Context: an optimization exercise on an open-source flow, tuned for small area. The choices shown serve that exercise and are no tape-out recipe. In this exercise RTL edits were held to simulation tests only and were not proved equivalent to the original.

$ cat flow/design.v
package R2SdfDefinesPkg;
  localparam int DW = 16, FW = DW - 1;
endpackage
module Rca #(
    parameter int W  = 8,
    parameter int FS = 1000
) (
    input  wire [W-1:0] a,
    input  wire [W-1:0] b,
    input  wire         cin,
    output wire [W-1:0] s
);
  wire [W:0] c;
  assign c[0] = cin;
  for (genvar i = 0; i < W; i++) begin : g_bit
    assign s[i] = a[i] ^ (b[i] ^ c[i]);
    if (i >= FS + 3 && (i - FS) % 4 == 3) begin : g_la
      wire [3:0] gg = a[i:i-3] & b[i:i-3];
      wire [3:0] pp = a[i:i-3] | b[i:i-3];
      assign c[i+1] = gg[3] | (pp[3] & gg[2]) | (pp[3] & pp[2] & gg[1]) |
                      (pp[3] & pp[2] & pp[1] & gg[0]) | (&pp & c[i-3]);
    end else begin : g_rc
      assign c[i+1] = (a[i] & b[i]) | (a[i] & c[i]) | (b[i] & c[i]);
    end
  end
endmodule
module ShAdd #(
    parameter int WA = 8,
    parameter int WB = 8,
    parameter int SH = 0,
    parameter int WO = 8,
    parameter int FA = 1000    
) (
    input  wire signed [WA-1:0] a,
    input  wire signed [WB-1:0] b,
    input  wire                 neg,
    output wire        [WO-1:0] y
);
  wire signed [WO-1:0] ae = a;
  wire signed [WO-SH-1:0] bx = b;
  wire [WO-SH-1:0] be = bx ^ {(WO - SH) {neg}};
  if (FA < 0) begin : g_ks
    assign y[WO-1:SH] = ae[WO-1:SH] + be + neg;
  end else begin : g_rc
    Rca #(WO - SH, (FA > SH) ? FA - SH : 0) u_add (
        .a  (ae[WO-1:SH]),
        .b  (be),
        .cin(neg),
        .s  (y[WO-1:SH])
    );
  end
  if (SH > 0) begin : g_lo
    assign y[SH-1:0] = ae[SH-1:0];
  end
endmodule
module DelayChain #(
    parameter int DW  = 8,
    parameter int LEN = 4
) (
    input  wire             clk,
    input  wire             rst_n,
    input  wire             en,
    input  wire  [DW-1 : 0] in,
    output logic [DW-1 : 0] out
);
  generate
    if (LEN == 0) begin : g_wire
      assign out = in;
    end else begin : g_chain
      logic [DW-1 : 0] dly[LEN];
      always_ff @(posedge clk, negedge rst_n) begin
        if (!rst_n) begin
          for (int i = 0; i < LEN; i++) dly[i] <= '0;
        end else if (en) begin
          dly[0] <= in;
          for (int i = 1; i < LEN; i++) dly[i] <= dly[i-1];
        end
      end
      assign out = dly[LEN-1];
    end
  endgenerate
endmodule
module DelayChainMem #(
    parameter int DW  = 8,
    parameter int LEN = 4
) (
    input  wire             clk,
    input  wire             rst_n,
    input  wire             en,
    input  wire  [DW-1 : 0] din,
    output logic [DW-1 : 0] dout
);
  logic [DW-1 : 0] dly[LEN];
  always_ff @(posedge clk) begin
    if (en) begin
      dly[0] <= din;
      for (int i = 1; i < LEN; i++) dly[i] <= dly[i-1];
    end
  end
  assign dout = dly[LEN-1];
endmodule
module Triv1 (
    input  wire [15:0] x,
    input  wire        neg,
    output wire [15:0] y
);
  wire pos = ~x[15];
  wire nz = |x;
  wire d = neg ? pos : (pos & nz);
  wire [16:0] b;
  wire [15:0] dec;
  assign b[0] = d;
  for (genvar i = 0; i < 16; i++) begin : g_dec
    assign dec[i] = x[i] ^ b[i];
    assign b[i+1] = b[i] & ~x[i];
  end
  wire fix = ~neg & x[15] & ~(|x[14:0]);
  assign y = neg ? ~dec : {dec[15:1], dec[0] | fix};
endmodule
module RotTriv (
    input  wire [15:0] ar,
    input  wire [15:0] ai,
    input  wire        j,
    input  wire        inv,
    output wire [15:0] re,
    output wire [15:0] im
);
  Triv1 u_re (
      .x  (j ? ai : ar),
      .neg(j & ~inv),
      .y  (re)
  );
  Triv1 u_im (
      .x  (j ? ar : ai),
      .neg(j & inv),
      .y  (im)
  );
endmodule
module Rot1 (
    input  wire [15:0] ar,
    input  wire [15:0] ai,
    input  wire        k,
    input  wire        inv,
    output wire [15:0] re,
    output wire [15:0] im
);
  RotTriv u_t (
      .ar (ar),
      .ai (ai),
      .j  (k),
      .inv(inv),
      .re (re),
      .im (im)
  );
endmodule
module Mul23170 (
    input  wire [16:0] u,
    output wire [15:0] p,
    output wire        lz
);
  wire [19:0] u5;
  wire [23:0] u65;
  wire [22:0] u45;
  wire [29:0] u11585;
  ShAdd #(17, 17, 2, 20, 20) a5 (.a(u), .b(u), .neg(1'b0), .y(u5));
  ShAdd #(17, 17, 6, 24, 20) a65 (.a(u), .b(u), .neg(1'b0), .y(u65));
  ShAdd #(20, 20, 3, 23, 20) a45 (.a(u5), .b(u5), .neg(1'b0), .y(u45));
  ShAdd #(24, 23, 8, 30, 20) a11585 (.a(u65), .b(u45), .neg(1'b0), .y(u11585));
  assign p  = u11585[29:14];
  assign lz = ~(|u11585[13:0]);
endmodule
module Rot2 (
    input  wire [15:0] ar,
    input  wire [15:0] ai,
    input  wire [ 1:0] k,
    input  wire        inv,
    output wire [15:0] re,
    output wire [15:0] im,
    output wire        zre,
    output wire        zim
);
  wire [15:0] t_re, t_im;
  RotTriv u_t (
      .ar (ar),
      .ai (ai),
      .j  (k[1]),
      .inv(inv),
      .re (t_re),
      .im (t_im)
  );
  wire [16:0] us, ud;
  Rca #(17, 20) u_s (
      .a  ({ar[15], ar}),
      .b  ({ai[15], ai}),
      .cin(1'b0),
      .s  (us)
  );
  Rca #(17, 20) u_d (
      .a  ({ar[15], ar}),
      .b  (~{ai[15], ai}),
      .cin(1'b1),
      .s  (ud)
  );
  wire [15:0] ms, md;
  wire zs, zd;
  Mul23170 u_ms (
      .u (us),
      .p (ms),
      .lz(zs)
  );
  Mul23170 u_md (
      .u (ud),
      .p (md),
      .lz(zd)
  );
  wire re_d = (k[1] == inv);
  wire re_n = k[1];
  wire im_n = inv;
  wire [15:0] m_re = re_d ? md : ms;
  wire [15:0] m_im = re_d ? ms : md;
  wire l_re = re_d ? zd : zs;
  wire l_im = re_d ? zs : zd;
  assign re = k[0] ? (m_re ^ {16{re_n}}) : t_re;
  assign im = k[0] ? (m_im ^ {16{im_n}}) : t_im;
  assign zre = k[0] & re_n & l_re;
  assign zim = k[0] & im_n & l_im;
endmodule
module Mcm3 (
    input  wire [15:0] x,
    output wire [30:0] p30273,
    output wire [30:0] n12539,
    output wire [30:0] p23170
);
  wire [18:0] x5;
  wire [22:0] x65;
  wire [21:0] x45;
  wire [27:0] t;
  wire [21:0] x49;
  wire [29:0] n12, x11585;
  ShAdd #(16, 16, 2, 19, 1000) a5 (.a(x), .b(x), .neg(1'b0), .y(x5));
  ShAdd #(16, 16, 6, 23, 1000) a65 (.a(x), .b(x), .neg(1'b0), .y(x65));
  ShAdd #(19, 19, 3, 22, 1000) a45 (.a(x5), .b(x5), .neg(1'b0), .y(x45));
  ShAdd #(23, 19, 9, 28, 1000) at (.a(x65), .b(x5), .neg(1'b1), .y(t));
  ShAdd #(28, 16, 15, 31, 1000) a30273 (.a(t), .b(x), .neg(1'b0), .y(p30273));
  ShAdd #(23, 16, 4, 22, 1000) a49 (.a(x65), .b(x), .neg(1'b1), .y(x49));
  ShAdd #(19, 22, 8, 30, 1000) a12539 (.a(x5), .b(x49), .neg(1'b1), .y(n12));
  ShAdd #(23, 22, 8, 30, 1000) a11585 (.a(x65), .b(x45), .neg(1'b0), .y(x11585));
  assign n12539 = {n12[29], n12};
  assign p23170 = {x11585, 1'b0};
endmodule
module Rot3Part (
    input  wire [30:0] xa0,   
    input  wire [30:0] xa1,   
    input  wire [30:0] xa2,   
    input  wire [15:0] xt,    
    input  wire [30:0] yb0,
    input  wire [30:0] yb1,
    input  wire [30:0] yb2,
    input  wire [15:0] yt,    
    input  wire [ 3:0] xs,    
    input  wire [ 3:0] ys,
    input  wire        nx,
    input  wire        ny,
    output wire [15:0] y,     
    output wire        z
);
  wire [30:0] xv = ({31{xs[0]}} & xa0) | ({31{xs[1]}} & xa1) | ({31{xs[2]}} & xa2) |
                   ({31{xs[3]}} & {{15{xt[15]}}, xt});
  wire [30:0] yv = ({31{ys[0]}} & yb0) | ({31{ys[1]}} & yb1) | ({31{ys[2]}} & yb2) |
                   ({31{ys[3]}} & {yt, 15'd0});
  wire b = nx ^ ny;
  wire c = ~nx & ny;
  wire both = nx & ny;
  wire [30:0] p;
  Rca #(31, 24) u_add (
      .a  (xv),
      .b  (yv ^ {31{b}}),
      .cin(c),
      .s  (p)
  );
  assign y = p[30:15] ^ {16{nx}};
  assign z = both & ~(|p[14:0]);
endmodule
module Rot3 (
    input  wire [15:0] ar,
    input  wire [15:0] ai,
    input  wire [ 2:0] k,
    input  wire        inv,
    output wire [15:0] re,
    output wire [15:0] im,
    output wire        zre,
    output wire        zim
);
  wire [30:0] a30, a12, a23, b30, b12, b23;
  Mcm3 u_ma (
      .x(ar),
      .p30273(a30),
      .n12539(a12),
      .p23170(a23)
  );
  Mcm3 u_mb (
      .x(ai),
      .p30273(b30),
      .n12539(b12),
      .p23170(b23)
  );
  logic [3:0] xs_re, ys_re, xs_im, ys_im;
  logic nx_re, ny_re, nx_im, ny_im;
  logic [15:0] xt_re, yt_re, xt_im, yt_im;
  logic [3:0] cm, sm;   
  always_comb begin
    case (k)
      3'd1, 3'd7: begin cm = 4'b0001; sm = 4'b0010; end
      3'd3, 3'd5: begin cm = 4'b0010; sm = 4'b0001; end
      3'd2, 3'd6: begin cm = 4'b0100; sm = 4'b0100; end
      default:    begin cm = 4'b1000; sm = 4'b1000; end
    endcase
    xt_re = ar; yt_re = ar; xt_im = ai; yt_im = ai;
    if (k[1:0] == 2'd0) begin
      if (!k[2]) begin
        xt_re = ar; yt_re = ar; nx_re = 1'b1; ny_re = 1'b0;
        xt_im = ai; yt_im = ai; nx_im = 1'b1; ny_im = 1'b0;
      end else begin
        xt_re = ai; yt_re = ai; nx_re = inv; ny_re = ~inv;
        xt_im = ar; yt_im = ar; nx_im = ~inv; ny_im = inv;
      end
      xs_re = 4'b1000; ys_re = 4'b1000; xs_im = 4'b1000; ys_im = 4'b1000;
    end else begin
      xs_re = cm; nx_re = k[2] ^ cm[1];
      ys_re = sm; ny_re = ~inv ^ sm[1];
      xs_im = sm; nx_im = inv ^ sm[1];
      ys_im = cm; ny_im = k[2] ^ cm[1];
    end
  end
  Rot3Part u_re (
      .xa0(a30), .xa1(a12), .xa2(a23), .xt(xt_re),
      .yb0(b30), .yb1(b12), .yb2(b23), .yt(yt_re),
      .xs(xs_re), .ys(ys_re), .nx(nx_re), .ny(ny_re), .y(re), .z(zre)
  );
  Rot3Part u_im (
      .xa0(a30), .xa1(a12), .xa2(a23), .xt(xt_im),
      .yb0(b30), .yb1(b12), .yb2(b23), .yt(yt_im),
      .xs(xs_im), .ys(ys_im), .nx(nx_im), .ny(ny_im), .y(im), .z(zim)
  );
endmodule
module Bf2Part (
    input  wire [15:0] x0,
    input  wire [15:0] x1v,   
    input  wire        x1z,
    input  wire        sel,
    input  wire        sc,
    output wire [15:0] z0,
    output wire [15:0] z1
);
  wire [16:0] x0e = {x0[15], x0};
  wire [16:0] x1e = {x1v[15], x1v};
  wire ov = sel & x1z & (x1v == 16'h7fff);
  wire [16:0] s, d;
  Rca #(17) u_sum (
      .a  (x0e),
      .b  (x1e & {17{sel}}),
      .cin(x1z & sel),
      .s  (s)
  );
  wire [16:0] nd;
  Rca #(17) u_dif (
      .a  (~(x0e & {17{sel}})),
      .b  (~(x1e ^ {17{sel}})),
      .cin(~(x1z ^ sel)),
      .s  (nd)
  );
  assign d = ~nd;
  wire sh = sel & sc;
  assign z0 = sh ? {s[16] ^ ov, s[15:1]} : s[15:0];
  assign z1 = sh ? {d[16] ^ ov, d[15:1]} : d[15:0];
endmodule
module Bf2 (
    input  wire  signed [15:0] x0_re,
    input  wire  signed [15:0] x0_im,
    input  wire  signed [15:0] x1_re,
    input  wire  signed [15:0] x1_im,
    input  wire                x1z_re,
    input  wire                x1z_im,
    output logic signed [15:0] z0_re,
    output logic signed [15:0] z0_im,
    output logic signed [15:0] z1_re,
    output logic signed [15:0] z1_im,
    input  wire                sel,
    input  wire                scale
);
  Bf2Part u_re (
      .x0 (x0_re),
      .x1v(x1_re),
      .x1z(x1z_re),
      .sel(sel),
      .sc (scale),
      .z0 (z0_re),
      .z1 (z1_re)
  );
  Bf2Part u_im (
      .x0 (x0_im),
      .x1v(x1_im),
      .x1z(x1z_im),
      .sel(sel),
      .sc (scale),
      .z0 (z0_im),
      .z1 (z1_im)
  );
endmodule
module R2Sdf #(
    parameter int STG = 4
) (
    input  wire                clk,
    input  wire                rst_n,
    input  wire                en,
    input  wire                scale,
    input  wire                invexp,
    input  wire  signed [15:0] in_re,
    input  wire  signed [15:0] in_im,
    input  wire                in_sync,
    output logic signed [15:0] out_re,
    output logic signed [15:0] out_im,
    output logic               out_sync
);
  logic [3:0] ccnt, ccnt_next;
  assign ccnt_next = in_sync ? '0 : ccnt + 1'b1;
  always_ff @(posedge clk, negedge rst_n) begin
    if (!rst_n) ccnt <= '0;
    else if (en) ccnt <= ccnt_next;
  end
  always_ff @(posedge clk, negedge rst_n) begin
    if (!rst_n) out_sync <= '0;
    else if (en) out_sync <= ccnt == 4'd4;
  end
  logic [5:0] c0d;
  logic [3:0] c1d;
  logic [1:0] c2d;
  always_ff @(posedge clk, negedge rst_n) begin
    if (!rst_n) begin
      c0d <= '0;
      c1d <= '0;
      c2d <= '0;
    end else if (en) begin
      c0d <= {c0d[4:0], ccnt[0]};
      c1d <= {c1d[2:0], ccnt[1]};
      c2d <= {c2d[0], ccnt[2]};
    end
  end
  logic [15:0] x0_3re, x0_3im, z0_3re, z0_3im, z1_3re, z1_3im;
  Bf2 bf3 (
      .x0_re(x0_3re), .x0_im(x0_3im), .x1_re(in_re), .x1_im(in_im), .x1z_re(1'b0), .x1z_im(1'b0),
      .z0_re(z0_3re), .z0_im(z0_3im), .z1_re(z1_3re), .z1_im(z1_3im),
      .sel(ccnt[3]), .scale(scale)
  );
  DelayChainMem #(.DW(32), .LEN(8)) dl3 (
      .clk(clk), .rst_n(rst_n), .en(en),
      .din({z1_3re, z1_3im}), .dout({x0_3re, x0_3im})
  );
  logic [15:0] mi2_re, mi2_im, p2_re, p2_im, x1_2re, x1_2im;
  logic [2:0] k2;
  always_ff @(posedge clk) begin
    if (en) begin
      mi2_re <= z0_3re;
      mi2_im <= z0_3im;
      k2 <= ccnt[3] ? 3'd0 : ccnt[2:0];
    end
  end
  logic p2z_re, p2z_im, x1z_2re, x1z_2im;
  Rot3 rot2 (.ar(mi2_re), .ai(mi2_im), .k(k2), .inv(invexp), .re(p2_re), .im(p2_im),
             .zre(p2z_re), .zim(p2z_im));
  always_ff @(posedge clk) begin
    if (en) begin
      x1_2re <= p2_re;
      x1_2im <= p2_im;
      x1z_2re <= p2z_re;
      x1z_2im <= p2z_im;
    end
  end
  logic [15:0] x0_2re, x0_2im, z0_2re, z0_2im, z1_2re, z1_2im;
  Bf2 bf2 (
      .x0_re(x0_2re), .x0_im(x0_2im), .x1_re(x1_2re), .x1_im(x1_2im), .x1z_re(x1z_2re), .x1z_im(x1z_2im),
      .z0_re(z0_2re), .z0_im(z0_2im), .z1_re(z1_2re), .z1_im(z1_2im),
      .sel(c2d[1]), .scale(scale)
  );
  DelayChainMem #(.DW(32), .LEN(4)) dl2 (
      .clk(clk), .rst_n(rst_n), .en(en),
      .din({z1_2re, z1_2im}), .dout({x0_2re, x0_2im})
  );
  logic [15:0] mi1_re, mi1_im, p1_re, p1_im, x1_1re, x1_1im;
  logic [1:0] k1;
  always_ff @(posedge clk) begin
    if (en) begin
      mi1_re <= z0_2re;
      mi1_im <= z0_2im;
      k1 <= c2d[1] ? 2'd0 : {c1d[1], c0d[1]};
    end
  end
  logic p1z_re, p1z_im, x1z_1re, x1z_1im;
  Rot2 rot1 (.ar(mi1_re), .ai(mi1_im), .k(k1), .inv(invexp), .re(p1_re), .im(p1_im),
             .zre(p1z_re), .zim(p1z_im));
  always_ff @(posedge clk) begin
    if (en) begin
      x1_1re <= p1_re;
      x1_1im <= p1_im;
      x1z_1re <= p1z_re;
      x1z_1im <= p1z_im;
    end
  end
  logic [15:0] x0_1re, x0_1im, z0_1re, z0_1im, z1_1re, z1_1im;
  Bf2 bf1 (
      .x0_re(x0_1re), .x0_im(x0_1im), .x1_re(x1_1re), .x1_im(x1_1im), .x1z_re(x1z_1re), .x1z_im(x1z_1im),
      .z0_re(z0_1re), .z0_im(z0_1im), .z1_re(z1_1re), .z1_im(z1_1im),
      .sel(c1d[3]), .scale(scale)
  );
  DelayChainMem #(.DW(32), .LEN(2)) dl1 (
      .clk(clk), .rst_n(rst_n), .en(en),
      .din({z1_1re, z1_1im}), .dout({x0_1re, x0_1im})
  );
  logic [15:0] mi0_re, mi0_im, p0_re, p0_im, x1_0re, x1_0im;
  logic k0;
  always_ff @(posedge clk) begin
    if (en) begin
      mi0_re <= z0_1re;
      mi0_im <= z0_1im;
      k0 <= c1d[3] ? 1'b0 : c0d[3];
    end
  end
  Rot1 rot0 (.ar(mi0_re), .ai(mi0_im), .k(k0), .inv(invexp), .re(p0_re), .im(p0_im));
  always_ff @(posedge clk) begin
    if (en) begin
      x1_0re <= p0_re;
      x1_0im <= p0_im;
    end
  end
  logic [15:0] x0_0re, x0_0im, z0_0re, z0_0im, z1_0re, z1_0im;
  Bf2 bf0 (
      .x0_re(x0_0re), .x0_im(x0_0im), .x1_re(x1_0re), .x1_im(x1_0im), .x1z_re(1'b0), .x1z_im(1'b0),
      .z0_re(z0_0re), .z0_im(z0_0im), .z1_re(z1_0re), .z1_im(z1_0im),
      .sel(c0d[5]), .scale(scale)
  );
  DelayChainMem #(.DW(32), .LEN(1)) dl0 (
      .clk(clk), .rst_n(rst_n), .en(en),
      .din({z1_0re, z1_0im}), .dout({x0_0re, x0_0im})
  );
  always_ff @(posedge clk) begin
    if (en) begin
      out_re <= z0_0re;
      out_im <= z0_0im;
    end
  end
endmodule
$ cat flow/flow/run.sh
#!/bin/bash
# Own flow: the standard layout (standard.sh, standard synthesis unchanged) with two
# changes: the port buffers use the smallest buffer cell, and CTS adds no dummy loads.
# Clustering is the same as config.mk's CTS_CLUSTER_SIZE / CTS_CLUSTER_DIAMETER.
export BUFFER_PORTS_ARGS="-buffer_cell sky130_fd_sc_hd__buf_1"
export CTS_ARGS="-sink_clustering_enable -repair_clock_nets -sink_clustering_size 25 -sink_clustering_max_diameter 120 -dont_use_dummy_load"
bash standard.sh > standard.log 2>&1
$ cat flow/standard.sh
#!/bin/bash
# synth_recipe.tcl (not shown) runs the flow's synth.tcl, then flattens the netlist and writes it again
# the make line also repeats each setting of config.mk as NAME=value (left out here)
make -C /OpenROAD-flow-scripts/flow DESIGN_CONFIG=/design/flow/config.mk WORK_HOME=/design/flow/orfs CLKGATE_MAP_FILE= SYNTH_SCRIPT=/design/flow/synth_recipe.tcl "${@:-finish}"
$ cat flow/config.mk
export PLATFORM = sky130hd
export DESIGN_NAME = R2Sdf
export DESIGN_NICKNAME = R2Sdf
export VERILOG_FILES = /design/flow/design.v
export SDC_FILE = /design/flow/constraint.sdc
export NUM_CORES = 4
export LEC_CHECK = 0
export ABC_AREA = 1
export CAP_MARGIN = 20
export CORE_MARGIN = 2
export CORE_UTILIZATION = 40
export CTS_CLUSTER_DIAMETER = 120
export CTS_CLUSTER_SIZE = 25
export SETUP_SLACK_MARGIN = 0.15
export SLEW_MARGIN = 20
$ cat flow/constraint.sdc
create_clock -name core_clock -period 12.0 [get_ports {clk}]
set_input_delay 2.4000 -clock core_clock [delete_from_list [all_inputs] [get_ports {clk}]]
set_output_delay 2.4000 -clock core_clock [all_outputs]
set_load 0.01 [all_outputs]
==> results of run 1 <==
-- metrics by stage --
step	utilization [%]	setup TNS (ns)	area (µm²)
floorplan	-	0	53000
global placement	43.0	-5.98	56400
detailed placement	43.0	-6.96	56400
CTS	44.0	0	57700
global route	44.3	-0.0226	58100
finish	44.3	0	58100
-- state kept, by name, summed over array words and instances (netlist names), 16 cells and up --
name and cells:
x1_2im 16, out_re 16, mi2_re 16, x1_1im 16
mi0_im 16, mi2_im 16, x1_1re 16, dl1.dly 64
dl3.dly 256, mi1_re 16, mi0_re 16, x1_2re 16
dl0.dly 32, dl2.dly 128, mi1_im 16, x1_0im 16
x1_0re 16, out_im 16
-- area by class of cell --
class / instances / share of cell area [%]
sequential: 731 / 37.6
clock buffer: 38 / 1.64
timing repair buffer: 298 / 3.46
multi-input combinational: 2841 / 49.1
inverter: 673 / 4.36
tap: 1755 / 3.78
antenna: 1 / 0.00430
-- critical path: cells and delay by family (launching register included) --
| kind | cells | cell delay [ns] |
|---|---|---|
| adder cells (fa/ha/maj) | 27 | 10.04 |
| flip-flops | 1 | 0.39 |
| AND/OR/NAND/NOR | 5 | 0.35 |
| buffers and inverters | 4 | 0.23 |
| XOR/XNOR | 1 | 0.20 |
| AO/OA/AOI/OAI | 1 | 0.19 |
-- logic make-up (layout without fill, tap and decap cells) --
logic type               Yosys count  count (layout)  share of synthesized area (%)
AO/OA/AOI/OAI                    484             484                           5.30
XOR/XNOR                         193             193                           3.21
adder cells (fa/ha/maj)          974             974                           33.3
buffers and inverters            820            1009                           6.13
flip-flops                       731             731                           41.5
multiplexers                      96              96                           1.88
other                              0               1                              0
AND/OR/NAND/NOR                 1094            1094                           8.72
-- final timing paths --
path,from,endpoint,slack [ns]
worst max-delay path,mi2_re[0],x1_2im[15],0.32
worst min-delay path,dl3.dly[3][14],dl3.dly[4][14],0.38
worst max register to register,mi2_re[0],x1_2im[15],0.32
worst min register to register,dl3.dly[3][14],dl3.dly[4][14],0.38
max in group asynchronous,rst_n,c1d[2],10.04
min in group asynchronous,rst_n,c2d[1],1.71
-- repair_timing --
action | CTS | global route
hold buffers | 0 | 0
buffers inserted | 4 | 6
setup endpoints to repair | 17 | 16
pin swaps | 28 | 59
resized for setup | 108 | 129
-- routing by layer --
layer	up-vias	part of all wire, %	track usage, %
met4	0	3.1	5.37
li1	14800	-	-
met3	177	4.4	2.53
met5	-	0	0
met2	717	49	31.7
met1	15900	43	24.6
-- placed cells by master, fill, tap and decap left out, types with 162 or more instances in the layout --
cell type / instances
nor2_1: 165
fa_2: 207
nand2_1: 668
inv_1: 638
fa_1: 509
o21ai_0: 200
edfxtp_1: 714
buf_4: 223
xor2_1: 162
ha_1: 251
==> summary.txt, run 1 <==
Synthesis
  – Syn_area_per_cell: 12.0 µm²
  – #FFs+latches synth: 731
  – Sequential fraction of the synthesis area: 41.5%
  – Most area-consuming cells after synthesis: edfxtp_1 41%, fa_1 27%, ha_1 6.1%, nand2_1 4.8%, inv_1 4.7%
  – Area leader, netlist: edfxtp_1
  – Post-Syn Area: 52700 µm²
  – Cells after Synth: 4392
  – Top-count cell post-synth: fa_1
  – Share of the synthesized area in the top cell type: 40.7%
  – Post-synth EDFFs: 714
  – Syn nets: 5404
  – Main synth FF type: edfxtp_1
  – Ys Warns: 10
  – Unique masters post-synth: 47
  – Ys async rst share: 2.33%
  – Most frequent cells after synthesis: 716 x fa_1, 714 x edfxtp_1, 681 x nand2_1

Drt
  – Post-DR wirelength/cell: 19.3 µm
  – DRT antenna net count: 0
  – Detailed-route DRC error count: 0
  – 1st-pass router iterations: 6
  – Via/cell ratio: 4.99
  – Vias: 31600
  – WL final: 122000 µm
  – 1st-iter DRT viols: 2226

CTS
  – Clk buf depth: 3
  – CTS clk-pin slew, worst paths: 0.10 ns
  – CTS tree: done
  – H-tree depth: 2
  – Root Buffer: clkbuf_16
  – Clock sink total: 731
  – Clk latency of the worst-skew pair: 0.66 ns
  – CTS buffer count: 38

Timing
  – Worst rel slew slack: 23.2%
  – Setup violation total in the final timing report: 0
  – Unrepaired setup endpoints after global routing: true
  – Fin crit share: 97.3%
  – Max Fclk: 0.0856 GHz
  – Worst Max-Slew Pin Slew: 1.15 ns
  – Final Max Slew Viols: 0
  – Worst Clk Skew: 0.109 ns
  – PnR worst setup slack: 0.320 ns
  – Fin. Hold Viols: 0
  – Hold slack: 0.376 ns
  – Period minus WS final: 11.68 ns

Critical path
  – Worst reg2reg path depth: 38
  – Worst Path Arrival: 12.03 ns
  – Crit path top cell by count: fa_2
  – Setup crit start kind: register
  – Required @ worst endpoint: 12.35 ns
  – Slowest CP cell: fa_2
  – CP Capture Type: register
  – Top fanout value on the critical path: 3
  – Critical path class: register to register
  – Slowest stage delay, CP: 0.57 ns

Floorplan
  – Rows: 133
  – Num ports: 71
  – Die ar.: 135000 µm²
  – Die W: 367 µm
  – Starting Density: 40.2%
  – Die height: 367 µm
  – Core area: 131000 µm²

Placed design
  – DP Cell Count: 6288
  – Detailed placement HPWL: 96400 µm
  – GP Congestion: 0.951
  – Pre-CTS setup slack: -0.683 ns
  – PortBufs: 70

Global route
  – Total grt overflow: 0
  – First-pass GRT wire length: 193000 µm
  – Number of global-route vias before repair: 33300
  – Antenna violations before repair: 3
  – Pin count of the biggest net entering global routing: 187
  – Tot GR Track Use: 18.5%

Flow run
  – Max Cap Viol: 0

Cells and area
  – Non-Filler Instances: 6337
  – Seq. cell area: 21900 µm²
  – Layout area overhead: 10.2%
  – Final nets: 5595
  – Area of the multi-input gates: 28600 µm²
  – Layout fillers: 12100
  – Share of cells above drive strength 1: 14.0%

Min path
  – WHS Path Cells: 0
  – Hold Crit Class: register to register

Outcome
  – Status: complete, no violations
==> run 2: changes to the inputs <==
--- a/flow/config.mk
+++ b/flow/config.mk
@@ -11,5 +11,5 @@
 export CORE_UTILIZATION = 40
 export CTS_CLUSTER_DIAMETER = 120
 export CTS_CLUSTER_SIZE = 25
-export SETUP_SLACK_MARGIN = 0.15
+export SETUP_SLACK_MARGIN = 0.3
 export SLEW_MARGIN = 20
==> run 2 against run 1 <==
Synthesized cell count is the same. Critical path depth rose by 1. Flip-flop and latch count is the same. Cell count about the same. Core utilization is 0.099 points higher. Worst hold slack got worse by 0.0029 ns. Critical path type unchanged. Still clean on timing, DRC and antenna.
==> summary.txt, run 2 <==
Global route
  – Antenna violations before repair: 0 (-3)
  – Pin count of the biggest net entering global routing: 177 (-5.3%)
  – Tot GR Track Use: 18.7% (+0.19 points)
  – First-pass GRT wire length: 194000 µm (+0.60%)
  – Number of global-route vias before repair: 33500 (+0.57%)
  – Total grt overflow: 0 (unchanged)

Outcome
  – Status: complete, no violations

Cells and area
  – Layout area overhead: 10.5%
  – Top Registers: dl3.dly: 256 flops, dl2.dly: 128 flops, dl1.dly: 64 flops
  – Most frequent cells in the layout: 714 x edfxtp_1, 668 x nand2_1, 627 x inv_1
  – Top reg by flops: dl3.dly
  – Fin area: 58300 µm² (+0.22%)
  – Ant diodes: 0 (-1)
  – Final nets: 5591 (-0.071%)
  – Share of cells above drive strength 1: 15.0% (+1.1 points)
  – Commonest non-fill, non-tap cell in the layout: edfxtp_1
  – Final Core Density: 44.4% (+0.099 points)
  – Max FFs per register: 256 (unchanged)

Synthesis
  – Unique masters post-synth: 47 (unchanged)
  – Most area-consuming cells after synthesis: edfxtp_1 41%, fa_1 27%, ha_1 6.1%, nand2_1 4.8%, inv_1 4.7%
  – Ys Warns: 10 (unchanged)
  – Area leader, netlist: edfxtp_1
  – Syn_area_per_cell: 12.0 µm² (unchanged)
  – Most frequent cells after synthesis: 716 x fa_1, 714 x edfxtp_1, 681 x nand2_1
  – Sequential fraction of the synthesis area: 41.5% (unchanged)
  – #FFs+latches synth: 731 (unchanged)
  – Syn nets: 5404 (unchanged)
  – Share of the synthesized area in the top cell type: 40.7% (unchanged)
  – Ys async rst share: 2.33% (unchanged)
  – Cells after Synth: 4392 (unchanged)
  – Top-count cell post-synth: fa_1
  – Post-synth EDFFs: 714 (unchanged)
  – Main synth FF type: edfxtp_1
  – Post-Syn Area: 52700 µm² (unchanged)

Floorplan
  – Core area: 131000 µm² (unchanged)
  – Die W: 367 µm (unchanged)
  – Starting Density: 40.2% (unchanged)
  – Die ar.: 135000 µm² (unchanged)
  – Rows: 133 (unchanged)
  – Die height: 367 µm (unchanged)
  – Num ports: 71 (unchanged)

Placed design
  – PortBufs: 70 (unchanged)
  – GP Congestion: 0.955 (+0.48%)
  – DP Area: 56400 µm² (about the same)
  – Detailed placement HPWL: 97700 µm (+1.4%)

Timing
  – Worst Max-Slew Pin Slew: 1.03 ns (-0.122 ns)
  – Max Fclk: 0.0859 GHz (+0.30%)
  – Hold slack: 0.373 ns (-0.00289 ns)
  – Period minus WS final: 11.64 ns (-0.0352 ns)
  – Unrepaired setup endpoints after global routing: true
  – Fin crit share: 97.0% (-0.29 points)
  – Final setup TNS: 0 ns (unchanged)
  – Fin. Hold Viols: 0 (unchanged)
  – Final Max Slew Viols: 0 (unchanged)
  – Worst Clk Skew: 0.0500 ns (-0.0593 ns)
  – Setup violation total in the final timing report: 0 (unchanged)
  – Worst rel slew slack: 31.3% (+8.1 points)

Min path
  – Hold Crit Class: register to register
  – Hold Path End: dl1.dly[1][20]
  – Hold Path Origin: dl1.dly[0][20]
  – WHS Path Cells: 0 (unchanged)

Critical path
  – Crit path top cell by count: fa_2
  – Worst Path Arrival: 12.04 ns (about the same)
  – Setup crit start kind: register
  – Required @ worst endpoint: 12.39 ns (+0.04 ns)
  – Worst reg2reg path depth: 39 (+2.6%)
  – CP Capture Type: register
  – Top fanout value on the critical path: 6 (+3)
  – Flop2flop setup slack: 0.36 ns (+0.04 ns)
  – Delay-heaviest family, CP: adder cells
  – Critical path class: register to register
  – Reg2reg end: x1_2im[15]
  – Slowest CP cell: fa_2
  – Slowest stage delay, CP: 0.60 ns (+0.03 ns)
  – Reg2Reg Launch Point: mi2_im[2]
  – Critical path buffers and inverters: 6 (+2)

Drt
  – Vias: 31700 (+0.21%)
  – 1st-pass router iterations: 5 (-1)
  – 1st-iter DRT viols: 2324 (+4.4%)
  – DRT antenna net count: 0 (unchanged)
  – Via/cell ratio: 5.00 (+0.29%)
  – Post-DR wirelength/cell: 19.6 µm (+1.6%)
  – WL final: 124000 µm (+1.5%)
  – Detailed-route DRC error count: 0 (unchanged)

CTS
  – Root Buffer: clkbuf_16
  – H-tree depth: 2 (unchanged)
  – Clk buf depth: 3 (unchanged)
  – CTS tree: done
  – Clk latency of the worst-skew pair: 0.64 ns (-0.02 ns)
  – CTS buffer count: 37 (-2.6%)
  – CTS clk-pin slew, worst paths: 0.10 ns (about the same)
  – Clock sink total: 731 (unchanged)
  – Hold_buf cts: 0 (unchanged)

Flow run
  – Max Cap Viol: 0 (unchanged)
run 2: cell counts after synthesis:
No cell type changed its count.
run 2: cell families after synthesis:
family / Yosys count / share of synthesized area, %
buf+inv: 820 / 6.13
fa+ha+maj: 974 / 33.3
compound gates: 484 / 5.30
xor+xnor: 193 / 3.21
mux: 96 / 1.88
simple gates: 1094 / 8.72
flops: 731 / 41.5
run 2: how the worst max path moves through the flow:
stage,start,to,slack [ns],depth (start not counted)
after floorplan,invexp,x1_2re[15],0.28,48
after global placement,invexp,x1_2re[15],-0.34,47
after detailed placement,invexp,x1_2re[12],-0.37,41
after CTS,mi1_re[0],x1_1im[13],0.29,42
after global routing,mi2_re[0],x1_2re[15],-0.05,41
final,mi2_im[2],x1_2im[15],0.36,39
run 2: layer usage:
metal / wire [µm] / up-vias / GRT usage [%]
li1: - / 14800 / -
met1: 52500 / 15900 / 24.5
met2: 61400 / 754 / 32.2
met3: 5870 / 200 / 2.73
met4: 4190 / 0 / 5.72
met5: 0 / - / 0
run 2: area by class of cell:
cell class	instances	area [µm²]
fill	12100	72900
multi-input combinational	2841	28700
inverter	673	2540
clock buffer	37	926
tap	1755	2200
timing repair buffer	295	2000
sequential	731	21900
run 2: what timing repair did:
| action | 4_1_cts | 5_1_grt |
|---|---|---|
| setup buffers | 12 | 14 |
| endpoints found under the setup margin | 15 | 16 |
| pin swaps | 33 | 70 |
| resized for setup | 109 | 124 |
run 2: metrics by stage:
step / setup slack, ns / std cells
2_1_floorplan: 0.283 / 4392
3_3_place_gp: -0.339 / 6268
3_5_place_dp: -0.369 / 6268
4_1_cts: 0.288 / 6317
5_1_grt: -0.0458 / 6332
6_report: 0.356 / 6332
==> run 3: changes to the inputs <==
--- a/flow/design.v
+++ b/flow/design.v
@@ -162,10 +162,10 @@
   wire [23:0] u65;
   wire [22:0] u45;
   wire [29:0] u11585;
-  ShAdd #(17, 17, 2, 20, 20) a5 (.a(u), .b(u), .neg(1'b0), .y(u5));
-  ShAdd #(17, 17, 6, 24, 20) a65 (.a(u), .b(u), .neg(1'b0), .y(u65));
-  ShAdd #(20, 20, 3, 23, 20) a45 (.a(u5), .b(u5), .neg(1'b0), .y(u45));
-  ShAdd #(24, 23, 8, 30, 20) a11585 (.a(u65), .b(u45), .neg(1'b0), .y(u11585));
+  ShAdd #(17, 17, 2, 20, 16) a5 (.a(u), .b(u), .neg(1'b0), .y(u5));
+  ShAdd #(17, 17, 6, 24, 16) a65 (.a(u), .b(u), .neg(1'b0), .y(u65));
+  ShAdd #(20, 20, 3, 23, 16) a45 (.a(u5), .b(u5), .neg(1'b0), .y(u45));
+  ShAdd #(24, 23, 8, 30, 16) a11585 (.a(u65), .b(u45), .neg(1'b0), .y(u11585));
   assign p  = u11585[29:14];
   assign lz = ~(|u11585[13:0]);
 endmodule
@@ -189,13 +189,13 @@
       .im (t_im)
   );
   wire [16:0] us, ud;
-  Rca #(17, 20) u_s (
+  Rca #(17, 16) u_s (
       .a  ({ar[15], ar}),
       .b  ({ai[15], ai}),
       .cin(1'b0),
       .s  (us)
   );
-  Rca #(17, 20) u_d (
+  Rca #(17, 16) u_d (
       .a  ({ar[15], ar}),
       .b  (~{ai[15], ai}),
       .cin(1'b1),
==> run 3 against run 2 <==
Still clean. Synthesized area grew 0.54%. Core utilization decreased by 0.11 points. Worst setup slack lost 0.031 ns. Synthesized cell count increased by 2.6%. Critical path type unchanged. Critical endpoint is now x1_2re[15]. Highest routed layer is now met5.
==> summary.txt, run 3 <==
Outcome
  – Status: complete, no violations

Synthesis
  – Ys Warns: 10 (unchanged)
  – Post-Syn Area: 53000 µm² (+0.54%)
  – Area leader, netlist: edfxtp_1
  – Sequential fraction of the synthesis area: 41.2% (-0.22 points)
  – Most area-consuming cells after synthesis: edfxtp_1 40%, fa_1 27%, ha_1 6.2%, nand2_1 5.4%, inv_1 4.8%
  – Multiplexer area fraction after synthesis: 1.69% (-0.18 points)
  – Main synth FF type: edfxtp_1
  – Syn nets: 5520 (+2.1%)
  – Post-Synth Adder-Cell Area: 33.0% (-0.26 points)
  – Top-count cell post-synth: nand2_1
  – Synth Area in Simple Gates: 9.26% (+0.53 points)
  – Syn_area_per_cell: 11.8 µm² (-2.0%)
  – Share of the synthesized area in the top cell type: 40.4% (-0.22 points)
  – Combinational family with the most area after synthesis: adder cells
  – Unique masters post-synth: 47 (unchanged)
  – Synth Area in Compound Gates: 5.32% (+0.021 points)
  – Post-synth EDFFs: 714 (unchanged)
  – Cells after Synth: 4508 (+2.6%)
  – Ys async rst share: 2.33% (unchanged)
  – #FFs+latches synth: 731 (unchanged)
  – Post-synthesis xor/xnor area fraction: 3.42% (+0.21 points)
  – Most frequent cells after synthesis: 763 x nand2_1, 714 x edfxtp_1, 710 x fa_1

Timing
  – Setup violation total in the final timing report: 0 (unchanged)
  – Fin. Hold Viols: 0 (unchanged)
  – Worst Max-Slew Pin Slew: 1.08 ns (+0.0512 ns)
  – Period minus WS final: 11.68 ns (+0.0313 ns)
  – Worst Clk Skew: 0.0700 ns (+0.0200 ns)
  – Hold slack: 0.369 ns (-0.00339 ns)
  – Unrepaired setup endpoints after global routing: true
  – PnR worst setup slack: 0.324 ns (-0.0313 ns)
  – Worst rel slew slack: 27.9% (-3.4 points)
  – Fin crit share: 97.3% (+0.26 points)
  – Final Max Slew Viols: 0 (unchanged)
  – Max Fclk: 0.0856 GHz (-0.27%)

Critical path
  – Critical path buffers and inverters: 9 (+3)
  – Top fanout value on the critical path: 3 (-3)
  – Required @ worst endpoint: 12.35 ns (-0.04 ns)
  – Delay-heaviest family, CP: adder cells
  – Slowest CP cell: fa_2
  – Crit path top cell by count: fa_2
  – Setup crit start kind: register
  – Critical path class: register to register
  – Worst Path Arrival: 12.02 ns (-0.02 ns)
  – Slowest stage delay, CP: 0.56 ns (-0.04 ns)
  – CP Capture Type: register

Cells and area
  – Max FFs per register: 256 (unchanged)
  – Fin area: 58300 µm² (about the same)
  – Layout area overhead: 9.90%
  – Layout fillers: 12200 (+0.72%)
  – Most frequent cells in the layout: 754 x nand2_1, 714 x edfxtp_1, 646 x inv_1
  – Seq. cell area: 21900 µm² (unchanged)
  – Area of the multi-input gates: 28800 µm² (+0.19%)
  – Non-Filler Instances: 6436 (+1.6%)
  – Share of cells above drive strength 1: 12.4% (-2.6 points)
  – Commonest non-fill, non-tap cell in the layout: nand2_1
  – Top reg by flops: dl3.dly
  – Top Registers: dl3.dly: 256 flops, dl2.dly: 128 flops, dl1.dly: 64 flops
  – Final nets: 5695 (+1.9%)
  – Ant diodes: 0 (unchanged)

CTS
  – H-tree depth: 2 (unchanged)
  – Clock sink total: 731 (unchanged)
  – CTS tree: done
  – Clk latency of the worst-skew pair: 0.65 ns (about the same)
  – CTS buffer count: 36 (-2.7%)
  – Hold_buf cts: 0 (unchanged)
  – CTS clk-pin slew, worst paths: 0.10 ns (about the same)
  – Root Buffer: clkbuf_16
  – Clk buf depth: 3 (unchanged)

Global route
  – Antenna violations before repair: 4 (+4)
  – Number of global-route vias before repair: 33600 (+0.39%)
  – Tot GR Track Use: 19.1% (+0.32 points)
  – First-pass GRT wire length: 199000 µm (+2.4%)
  – Total grt overflow: 0 (unchanged)
  – Pin count of the biggest net entering global routing: 191 (+7.9%)

Placed design
  – GP Congestion: 0.935 (-2.2%)
  – Pre-CTS setup slack: -0.286 ns (+0.0828 ns)
  – DP Area: 56600 µm² (+0.34%)
  – PortBufs: 70 (unchanged)
  – DP Cell Count: 6368 (+1.6%)
  – Detailed placement HPWL: 100000 µm (+2.5%)

Drt
  – WL final: 127000 µm (+2.7%)
  – DRT antenna net count: 0 (unchanged)
  – Post-DR wirelength/cell: 19.8 µm (+1.1%)
  – Detailed-route DRC error count: 0 (unchanged)
  – Via/cell ratio: 5.04 (+0.71%)
  – 1st-pass router iterations: 6 (+1)
  – 1st-iter DRT viols: 2625 (+13%)
  – Vias: 32400 (+2.4%)

Flow run
  – Max Cap Viol: 0 (unchanged)

Floorplan
  – Core area: 131000 µm² (+0.25%)
  – Die ar.: 135000 µm² (+0.54%)
  – Starting Density: 40.3% (+0.12 points)
  – Num ports: 71 (unchanged)
  – Rows: 133 (unchanged)
  – Die W: 368 µm (+0.27%)
  – Die height: 368 µm (+0.27%)

Min path
  – Hold Crit Class: register to register
run 3: per-stage QoR:
stage	utilization, %	setup TNS (ns)
finish	44.3	0
CTS	43.9	0
detailed placement	43.0	-0.690
floorplan	-	0
global placement	43.0	-0.276
global route	44.3	-0.00775
run 3: worst register-to-register path, delay by kind of cell (launching register included):
kind                     cells  cell delay, ns
AO/OA/AOI/OAI                3            0.38
buffers and inverters        9            0.66
flip-flops                   1            0.39
adder cells (fa/ha/maj)     27            9.10
AND/OR/NAND/NOR              6            0.39
XOR/XNOR                     3            0.46
run 3: worst paths after layout:
path | start | end | slack, ns | cells past startpoint
max | mi2_im[0] | x1_2re[15] | 0.32 | 48
min | dl1.dly[0][1] | dl1.dly[1][1] | 0.37 | 0
max reg2reg | mi2_im[0] | x1_2re[15] | 0.32 | 48
min reg2reg | dl1.dly[0][1] | dl1.dly[1][1] | 0.37 | 0
max in group asynchronous | rst_n | ccnt[3] | 9.94 | 2
min in group asynchronous | rst_n | c0d[3] | 1.73 | 2
run 3: cell families (layout without fill, tap and decap cells):
| logic type | Yosys count | count (layout) |
|---|---|---|
| fa+ha+maj | 974 | 974 |
| xor+xnor | 207 | 207 |
| simple gates | 1176 | 1176 |
| mux | 89 | 89 |
| flops | 731 | 731 |
| compound gates | 498 | 498 |
| buf+inv | 833 | 1006 |
run 3: repair_timing:
item,CTS,global route
setup endpoints to repair,12,20
resized for setup,76,133
endpoints found under the hold margin,0,0
pin swaps,12,45
buffers inserted,9,23
run 3: final cells by class:
cell class              instances  share of cell area (%)
clock buffers                  36                    1.55
inverters                     688                    4.46
multi-input cells            2944                    49.4
flip-flops and latches        731                    37.5
well taps                    1755                    3.77
repair buffers                282                    3.27
run 3: routing by layer:
metal  vias to the layer above  wire (µm)  GRT usage, %
met5                         -         40             0
met4                         6       4230          5.68
met3                       179       5860          2.27
met2                       787      61300          31.7
met1                     16300      55900          26.2
li1                      15100          -             -
==> run 4: changes to the inputs <==
--- a/flow/config.mk
+++ b/flow/config.mk
@@ -11,5 +11,5 @@
 export CORE_UTILIZATION = 40
 export CTS_CLUSTER_DIAMETER = 120
 export CTS_CLUSTER_SIZE = 25
-export SETUP_SLACK_MARGIN = 0.3
+export SETUP_SLACK_MARGIN = 0.05
 export SLEW_MARGIN = 20
==> run 4 against run 3 <==
Cell area decreased by 0.43%. Worst hold slack improved by 0.018 ns. Global-route usage about the same. Maximum frequency about the same.
==> summary.txt, run 4 <==
Outcome
  – Status: complete, no violations

Critical path
  – Slowest CP cell: fa_1
  – Setup crit start kind: input port
  – Setup crit end: x1_2im[15]
  – Critical path class: input port to register
  – Worst Setup SP: invexp
  – Flop2flop setup slack: 0.35 ns (+0.03 ns)
  – Worst reg2reg path depth: 47 (-2.1%)
  – Top fanout value on the critical path: 3 (unchanged)
  – Worst Path Arrival: 11.99 ns (-0.03 ns)
  – Slowest stage delay, CP: 0.43 ns (-0.13 ns)
  – Reg2Reg Launch Point: mi2_re[0]
  – CP Capture Type: register
  – Reg2reg end: x1_2re[15]
  – Required @ worst endpoint: 12.32 ns (-0.03 ns)
  – Crit path top cell by count: fa_2

Drt
  – 1st-pass router iterations: 6 (unchanged)
  – Detailed-route DRC error count: 0 (unchanged)
  – WL final: 127000 µm (-0.16%)
  – Via/cell ratio: 5.04 (about the same)
  – 1st-iter DRT viols: 2503 (-4.6%)
  – DRT antenna net count: 0 (unchanged)
  – Vias: 32400 (-0.0093%)
  – Post-DR wirelength/cell: 19.8 µm (about the same)

Min path
  – Hold Crit Class: register to register
  – Hold Path Origin: dl2.dly[2][4]

Synthesis
  – Most area-consuming cells after synthesis: edfxtp_1 40%, fa_1 27%, ha_1 6.2%, nand2_1 5.4%, inv_1 4.8%
  – Ys async rst share: 2.33% (unchanged)
  – Area leader, netlist: edfxtp_1
  – Post-synth EDFFs: 714 (unchanged)
  – Cells after Synth: 4508 (unchanged)
  – #FFs+latches synth: 731 (unchanged)
  – Post-Syn Area: 53000 µm² (unchanged)
  – Multiplexer area fraction after synthesis: 1.69% (unchanged)
  – Top-count cell post-synth: nand2_1
  – Synth Area in Simple Gates: 9.26% (unchanged)
  – Ys Warns: 10 (unchanged)
  – Share of the synthesized area in the top cell type: 40.4% (unchanged)
  – Sequential fraction of the synthesis area: 41.2% (unchanged)
  – Post-synthesis xor/xnor area fraction: 3.42% (unchanged)
  – Combinational family with the most area after synthesis: adder cells
  – Most frequent cells after synthesis: 763 x nand2_1, 714 x edfxtp_1, 710 x fa_1
  – Unique masters post-synth: 47 (unchanged)
  – Syn nets: 5520 (unchanged)
  – Main synth FF type: edfxtp_1
  – Syn_area_per_cell: 11.8 µm² (unchanged)
  – Synth Area in Compound Gates: 5.32% (unchanged)
  – Post-Synth Adder-Cell Area: 33.0% (unchanged)

Timing
  – Setup violation total in the final timing report: 0 (unchanged)
  – Fin crit share: 97.3% (about the same)
  – Period minus WS final: 11.67 ns (-0.00523 ns)
  – PnR worst setup slack: 0.330 ns (+0.00523 ns)
  – Worst Clk Skew: 0.0775 ns (+0.00753 ns)
  – Max Fclk: 0.0857 GHz (about the same)
  – Unrepaired setup endpoints after global routing: true
  – Worst Max-Slew Pin Slew: 1.04 ns (-0.0422 ns)
  – Worst rel slew slack: 30.4% (+2.6 points)
  – Fin. Hold Viols: 0 (unchanged)
  – Final Max Slew Viols: 0 (unchanged)

Flow run
  – Max Cap Viol: 0 (unchanged)

Cells and area
  – Final nets: 5688 (-0.12%)
  – Share of cells above drive strength 1: 11.2% (-1.2 points)
  – Top Registers: dl3.dly: 256 flops, dl2.dly: 128 flops, dl1.dly: 64 flops
  – Commonest non-fill, non-tap cell in the layout: nand2_1
  – Fin area: 58000 µm² (-0.43%)
  – Top reg by flops: dl3.dly
  – Layout area overhead: 9.43%
  – Most frequent cells in the layout: 757 x nand2_1, 714 x edfxtp_1, 658 x inv_1
  – Max FFs per register: 256 (unchanged)

Global route
  – Pin count of the biggest net entering global routing: 155 (-19%)
  – Total grt overflow: 0 (unchanged)
  – Number of global-route vias before repair: 33500 (-0.54%)
  – Tot GR Track Use: 19.1% (about the same)
  – First-pass GRT wire length: 198000 µm (-0.36%)
  – Antenna violations before repair: 4 (unchanged)

Placed design
  – Detailed placement HPWL: 100000 µm (+0.25%)
  – Pre-CTS setup slack: -0.279 ns (+0.00742 ns)
  – PortBufs: 70 (unchanged)
  – DP Area: 56500 µm² (about the same)
  – GP Congestion: 0.924 (-1.1%)

CTS
  – Clk buf depth: 3 (unchanged)
  – Root Buffer: clkbuf_16
  – CTS tree: done
  – CTS buffer count: 36 (unchanged)
  – CTS clk-pin slew, worst paths: 0.10 ns (about the same)
  – H-tree depth: 2 (unchanged)
  – Clock sink total: 731 (unchanged)
  – Hold_buf cts: 0 (unchanged)
  – Clk latency of the worst-skew pair: 0.63 ns (-0.02 ns)

Floorplan
  – Starting Density: 40.3% (unchanged)
  – Rows: 133 (unchanged)
  – Die height: 368 µm (unchanged)
  – Die ar.: 135000 µm² (unchanged)
  – Die W: 368 µm (unchanged)
  – Num ports: 71 (unchanged)
  – Core area: 131000 µm² (unchanged)
run 4: cell counts after synthesis:
Identical to the previous run, type by type.
run 4: what timing repair did:
item,CTS,global route
gates resized for setup,70,117
pin swaps,12,39
buffers inserted,2,15
setup endpoints to repair,4,16
run 4: layout make-up:
type                            count  area, µm²
Multi-Input combinational cell   2944      28600
Fill cell                       12300      73400
Sequential cell                   731      21900
Antenna cell                        1       2.50
Timing Repair Buffer              275       1860
Tap cell                         1755       2200
Clock buffer                       36        901
Inverter                          688       2580
run 4: layer usage:
layer  GRT usage, %  vias up  part of all wire [%]
met2           32.1      789                    49
met3           2.08      165                   4.6
met1           26.3    16400                    44
met4           5.13        2                   2.9
met5              0        -                 0.012
li1               -    15100                     -
run 4: worst max-delay path, delay by kind of cell:
kind	cells	cell delay, ns
compound gates	1	0.22
xor+xnor	2	0.31
fa+ha+maj	27	7.64
buf+inv	7	0.58
simple gates	10	0.79
run 4: worst min-delay path by stage:
stage	to	cells after the start
2_1_floorplan	dl1.dly[1][0]	0
3_3_place_gp	dl3.dly[1][27]	0
3_5_place_dp	dl1.dly[1][7]	0
4_1_cts	dl2.dly[1][6]	0
5_1_grt	dl2.dly[1][6]	0
6_report	dl2.dly[3][4]	0
run 4: stage by stage:
step	util [%]	instances	hold WS, ns	TNS [ns]
2_1_floorplan	-	4508	0.400	-0.0119
3_3_place_gp	43.0	6376	0.400	-0.899
3_5_place_dp	43.0	6376	0.405	-1.30
4_1_cts	43.8	6414	0.391	0
5_1_grt	44.1	6429	0.393	-0.0880
6_report	44.1	6430	0.388	0
run 4: logic make-up (layout without fill, tap and decap cells):
kind of cell | after synthesis | in the layout
AO/OA/AOI/OAI | 498 | 498
XOR/XNOR | 207 | 207
adder cells (fa/ha/maj) | 974 | 974
buffers and inverters | 833 | 999
flip-flops | 731 | 731
multiplexers | 89 | 89
other | 0 | 1
AND/OR/NAND/NOR | 1176 | 1176
==> run 5: changes to the inputs <==
--- a/flow/config.mk
+++ b/flow/config.mk
@@ -11,5 +11,6 @@
 export CORE_UTILIZATION = 40
 export CTS_CLUSTER_DIAMETER = 120
 export CTS_CLUSTER_SIZE = 25
-export SETUP_SLACK_MARGIN = 0.05
+export PLACE_DENSITY = 0.7
+export SETUP_SLACK_MARGIN = 0.15
 export SLEW_MARGIN = 20
==> run 5 against run 4 <==
Global-route usage shrank 0.69 points. First-iteration DRC count is 5.5% higher. Maximum frequency about the same. Critical path type is now register to register.
==> summary.txt, run 5 <==
Outcome
  – Status: complete, no violations

Synthesis
  – Most area-consuming cells after synthesis: edfxtp_1 40%, fa_1 27%, ha_1 6.2%, nand2_1 5.4%, inv_1 4.8%
  – Sequential fraction of the synthesis area: 41.2% (unchanged)
  – Synth Area in Compound Gates: 5.32% (unchanged)
  – Ys async rst share: 2.33% (unchanged)
  – Combinational family with the most area after synthesis: adder cells
  – Post-Syn Area: 53000 µm² (unchanged)
  – Post-synthesis xor/xnor area fraction: 3.42% (unchanged)
  – Cells after Synth: 4508 (unchanged)
  – Share of the synthesized area in the top cell type: 40.4% (unchanged)
  – Ys Warns: 10 (unchanged)
  – Syn nets: 5520 (unchanged)
  – Post-Synth Adder-Cell Area: 33.0% (unchanged)
  – Top-count cell post-synth: nand2_1
  – Area leader, netlist: edfxtp_1
  – Synth Area in Simple Gates: 9.26% (unchanged)
  – Syn_area_per_cell: 11.8 µm² (unchanged)
  – Unique masters post-synth: 47 (unchanged)
  – #FFs+latches synth: 731 (unchanged)
  – Multiplexer area fraction after synthesis: 1.69% (unchanged)
  – Post-synth EDFFs: 714 (unchanged)
  – Main synth FF type: edfxtp_1
  – Most frequent cells after synthesis: 763 x nand2_1, 714 x edfxtp_1, 710 x fa_1

Critical path
  – Critical path buffers and inverters: 3 (-4)
  – Worst reg2reg path depth: 35 (-26%)
  – Setup crit start kind: register
  – Reg2Reg Launch Point: mi2_re[0]
  – Required @ worst endpoint: 12.32 ns (about the same)
  – Crit path top cell by count: fa_1
  – Slowest CP cell: fa_1
  – Delay-heaviest family, CP: adder cells
  – CP Capture Type: register
  – Slowest stage delay, CP: 0.49 ns (+0.06 ns)
  – Top fanout value on the critical path: 3 (unchanged)
  – Flop2flop setup slack: 0.34 ns (about the same)
  – Critical path class: register to register
  – Worst Path Arrival: 11.98 ns (about the same)
  – Reg2reg end: x1_2im[15]

Timing
  – Worst rel slew slack: 29.2% (-1.3 points)
  – Fin. Hold Viols: 0 (unchanged)
  – Period minus WS final: 11.66 ns (-0.00779 ns)
  – Setup violation total in the final timing report: 0 (unchanged)
  – Final Max Slew Viols: 0 (unchanged)
  – Worst Clk Skew: 0.0924 ns (+0.0148 ns)
  – Unrepaired setup endpoints after global routing: true
  – Max Fclk: 0.0857 GHz (about the same)
  – Worst Max-Slew Pin Slew: 1.06 ns (+0.0231 ns)
  – Fin crit share: 97.2% (about the same)
  – Hold slack: 0.325 ns (-0.0622 ns)
  – PnR worst setup slack: 0.337 ns (+0.00779 ns)

Drt
  – 1st-pass router iterations: 6 (unchanged)
  – 1st-iter DRT viols: 2640 (+5.5%)
  – Vias: 32500 (+0.33%)
  – Via/cell ratio: 5.08 (+0.76%)
  – WL final: 123000 µm (-3.4%)
  – DRT antenna net count: 0 (unchanged)
  – Detailed-route DRC error count: 0 (unchanged)
  – Post-DR wirelength/cell: 19.2 µm (-3.0%)

Min path
  – WHS Path Cells: 0 (unchanged)
  – Hold Crit Class: register to register
  – Hold Path End: dl3.dly[5][3]
  – Hold Path Origin: dl3.dly[4][3]

Global route
  – Tot GR Track Use: 18.4% (-0.69 points)
  – First-pass GRT wire length: 193000 µm (-2.6%)
  – Antenna violations before repair: 3 (-1)
  – Total grt overflow: 0 (unchanged)
  – Number of global-route vias before repair: 34000 (+1.6%)
  – Pin count of the biggest net entering global routing: 177 (+14%)

Cells and area
  – Final nets: 5662 (-0.46%)
  – Final Core Density: 44.1% (-0.079 points)
  – Layout area overhead: 9.23%
  – Top reg by flops: dl3.dly
  – Ant diodes: 0 (-1)
  – Commonest non-fill, non-tap cell in the layout: nand2_1
  – Share of cells above drive strength 1: 11.4% (+0.21 points)
  – Top Registers: dl3.dly: 256 flops, dl2.dly: 128 flops, dl1.dly: 64 flops
  – Max FFs per register: 256 (unchanged)
  – Fin area: 57900 µm² (-0.18%)
  – Most frequent cells in the layout: 756 x nand2_1, 714 x edfxtp_1, 647 x inv_1

Placed design
  – PortBufs: 70 (unchanged)
  – DP Area: 56400 µm² (-0.25%)
  – Pre-CTS setup slack: -0.269 ns (+0.0104 ns)
  – GP Congestion: 1.00 (+8.2%)
  – Detailed placement HPWL: 96200 µm (-4.2%)

CTS
  – CTS clk-pin slew, worst paths: 0.10 ns (about the same)
  – CTS tree: done
  – Clock sink total: 731 (unchanged)
  – CTS buffer count: 37 (+2.8%)
  – Root Buffer: clkbuf_16
  – Clk buf depth: 3 (unchanged)
  – Hold_buf cts: 0 (unchanged)
  – Clk latency of the worst-skew pair: 0.62 ns (about the same)
  – H-tree depth: 2 (unchanged)

Floorplan
  – Die height: 368 µm (unchanged)
  – Starting Density: 40.3% (unchanged)
  – Rows: 133 (unchanged)
  – Num ports: 71 (unchanged)
  – Die W: 368 µm (unchanged)
  – Die ar.: 135000 µm² (unchanged)
  – Core area: 131000 µm² (unchanged)

Flow run
  – Max Cap Viol: 0 (unchanged)
==> run 5: how the worst max path moves through the flow <==
stage | start | endpoint | slack, ns | cells after the start
2_1_floorplan | invexp | x1_2re[15] | 0.08 | 50
3_3_place_gp | invexp | x1_2im[15] | -0.26 | 47
3_5_place_dp | invexp | x1_2im[15] | -0.27 | 47
4_1_cts | mi2_re[0] | x1_2re[15] | 0.16 | 47
5_1_grt | mi2_im[0] | x1_2re[15] | 0.003 | 47
6_report | mi2_re[0] | x1_2im[15] | 0.34 | 35
==> run 5: timing repair <==
item / 4_1_cts / 5_1_grt
pin swaps: 12 / 32
setup endpoints to repair: 9 / 21
resized for setup: 71 / 131
buffers inserted: 1 / 13
==> run 5: kinds of logic after synthesis <==
family / count (synthesis)
buffers and inverters: 833
XOR/XNOR: 207
AO/OA/AOI/OAI: 498
flip-flops: 731
adder cells (fa/ha/maj): 974
multiplexers: 89
AND/OR/NAND/NOR: 1176
==> run 5: layer usage <==
metal  vias to the layer above  routed length (µm)  track usage, %
met5                         -                  13               0
met4                         2                4550            6.39
met3                       216                6250            2.08
met2                       918               60800            31.6
met1                     16400               51100            24.1
li1                      15000                   -               -
==> run 5: through the flow <==
stage	std cells	setup TNS (ns)
after floorplan	4508	0
after detailed placement	6352	-1.18
after CTS	6390	0
final	6403	0
after global placement	6352	-0.622
after global routing	6403	0
==> run 5: cell type report <==
class	count	area, µm²
Inverter	688	2590
Sequential cell	731	21900
Multi-Input combinational cell	2944	28700
Tap cell	1755	2200
Timing Repair Buffer	248	1640
Clock buffer	37	926
Fill cell	12000	73500
==> run 6: changes to the inputs <==
--- a/flow/config.mk
+++ b/flow/config.mk
@@ -11,6 +11,6 @@
 export CORE_UTILIZATION = 40
 export CTS_CLUSTER_DIAMETER = 120
 export CTS_CLUSTER_SIZE = 25
-export PLACE_DENSITY = 0.7
+export PLACE_DENSITY = 0.5
 export SETUP_SLACK_MARGIN = 0.15
 export SLEW_MARGIN = 20
==> run 6 against run 5 <==
Wire length grew 4.5%. Via count shrank 1.8%.
==> summary.txt, run 6 <==
Outcome
  – Status: complete, no violations

Drt
  – Vias: 31900 (-1.8%)
  – 1st-pass router iterations: 6 (unchanged)
  – Detailed-route DRC error count: 0 (unchanged)
  – DRT antenna net count: 0 (unchanged)
  – 1st-iter DRT viols: 2303 (-13%)

CTS
  – Clk buf depth: 3 (unchanged)
  – CTS buffer count: 37 (unchanged)
  – H-tree depth: 2 (unchanged)
  – Root Buffer: clkbuf_16
  – CTS tree: done

Floorplan
  – Num ports: 71 (unchanged)
  – Die ar.: 135000 µm² (unchanged)
  – Core area: 131000 µm² (unchanged)
  – Starting Density: 40.3% (unchanged)
  – Die W: 368 µm (unchanged)

Synthesis
  – Top-count cell post-synth: nand2_1
  – Ys Warns: 10 (unchanged)
  – Post-synth EDFFs: 714 (unchanged)
  – Unique masters post-synth: 47 (unchanged)
  – #FFs+latches synth: 731 (unchanged)
  – Post-Syn Area: 53000 µm² (unchanged)
  – Cells after Synth: 4508 (unchanged)
  – Main synth FF type: edfxtp_1

Timing
  – Fin crit share: 97.2% (about the same)
  – Period minus WS final: 11.66 ns (-0.00363 ns)
  – Unrepaired setup endpoints after global routing: true
  – Worst Clk Skew: 0.0653 ns (-0.0270 ns)

Critical path
  – Delay-heaviest family, CP: adder cells
  – Crit path top cell by count: fa_2
  – Critical path class: input port to register
  – CP Capture Type: register
  – Slowest CP cell: fa_2
  – Setup crit start kind: input port
  – Critical path buffers and inverters: 7 (+4)

Global route
  – First-pass GRT wire length: 200000 µm (+3.5%)

Cells and area
  – Layout fillers: 12300 (+2.8%)
  – Ant diodes: 0 (unchanged)
  – Commonest non-fill, non-tap cell in the layout: nand2_1
  – Seq. cell area: 21900 µm² (unchanged)
  – Area of the multi-input gates: 28600 µm² (-0.21%)
  – Final Core Density: 44.1% (+0.051 points)
  – Most frequent cells in the layout: 756 x nand2_1, 714 x edfxtp_1, 653 x inv_1

Placed design
  – Detailed placement HPWL: 101000 µm (+4.8%)
  – GP Congestion: 0.918 (-8.2%)

Min path
  – WHS Path Cells: 0 (unchanged)
run 6: what timing repair did:
item	4_1_cts	5_1_grt
endpoints found under the setup margin	4	17
resized for setup	63	117
buffers inserted	0	15
pin swaps	16	45
run 6: worst reg2reg max path, delay by kind of cell, from the launching register on:
family | cells | cell delay, ns
compound gates | 1 | 0.13
xor+xnor | 1 | 0.16
fa+ha+maj | 27 | 10.13
buf+inv | 5 | 0.29
flops | 1 | 0.37
simple gates | 5 | 0.35
run 6: area by class of cell:
cell class              instances  share of cell area (%)
clock buffers                  37                    1.60
inverters                     688                    4.47
multi-input cells            2944                    49.4
flip-flops and latches        731                    37.7
well taps                    1755                    3.79
repair buffers                262                    3.04
run 6: final timing paths:
| kind | startpoint | to | slack, ns |
|---|---|---|---|
| max | invexp | x1_2re[15] | 0.34 |
| min | dl2.dly[2][31] | dl2.dly[3][31] | 0.37 |
| max reg2reg | mi2_re[0] | x1_2re[15] | 0.35 |
| min reg2reg | dl2.dly[2][31] | dl2.dly[3][31] | 0.37 |
| max in group asynchronous | rst_n | ccnt[3] | 10.00 |
| min in group asynchronous | rst_n | c0d[5] | 1.74 |
run 6: stage by stage:
| stage | hold slack [ns] | area, µm² | setup WS [ns] |
|---|---|---|---|
| global route | 0.380 | 58000 | -0.0626 |
| detailed placement | 0.405 | 56500 | -0.257 |
| global placement | 0.400 | 56500 | -0.195 |
| floorplan | 0.400 | 53200 | 0.0819 |
| CTS | 0.384 | 57500 | 0.153 |
| finish | 0.371 | 58000 | 0.341 |
run 6: kinds of logic after synthesis:
logic type,Yosys count,share of synthesized area (%)
AO/OA/AOI/OAI,498,5.32
XOR/XNOR,207,3.42
adder cells (fa/ha/maj),974,33.0
buffers and inverters,833,6.03
flip-flops,731,41.2
multiplexers,89,1.69
AND/OR/NAND/NOR,1176,9.26
run 6: routing by layer:
layer  global-route usage [%]  share of wire, %  up-vias
met1                     27.5                46    16100
met5                        0                 0        -
met4                     4.22               2.4        0
met3                     1.91               3.7      139
li1                         -                 -    15100
met2                     32.0                48      615

[port drivers added, routing unchanged]
How much do the figures lean on ideal ports? The routed layouts below were timed once more, with nothing changed but the port constraints. Step 1: set_driving_cell puts a clkbuf_16 on clk and a buf_2 on each other input, an assumption about the parent block. Step 2 moves the port delays by t, midway between the first and last clock arrival at a register: inputs arrive t later, outputs are due t later. That takes back most of the time a late clock gives input paths. a / b / c = ideal / step 1 / step 2; a / b = the first two.
| run | shift t [ns] | setup slack, ns | hold WS [ns] |
|---|---|---|---|
| run 1 | 0.684 | 0.320 / 0.320 / -0.303 | 0.376 / 0.376 / 0.376 |
| run 2 | 0.685 | 0.356 / 0.356 / -0.072 | 0.373 / 0.373 / 0.373 |
| run 3 | 0.682 | 0.324 / 0.324 / -0.172 | 0.369 / 0.369 / 0.369 |
| run 4 | 0.669 | 0.330 / 0.307 / -0.363 | 0.388 / 0.388 / 0.388 |
| run 5 | 0.656 | 0.337 / 0.337 / -0.272 | 0.325 / 0.325 / 0.325 |
| run 6 | 0.668 | 0.341 / 0.295 / -0.373 | 0.371 / 0.371 / 0.371 |
Met with ideal ports but missed after step 2: setup timing in every run listed. For run 6, which loses most, drivers alone change the setup slack by -0.046 ns; drivers and shift together by -0.714 ns.
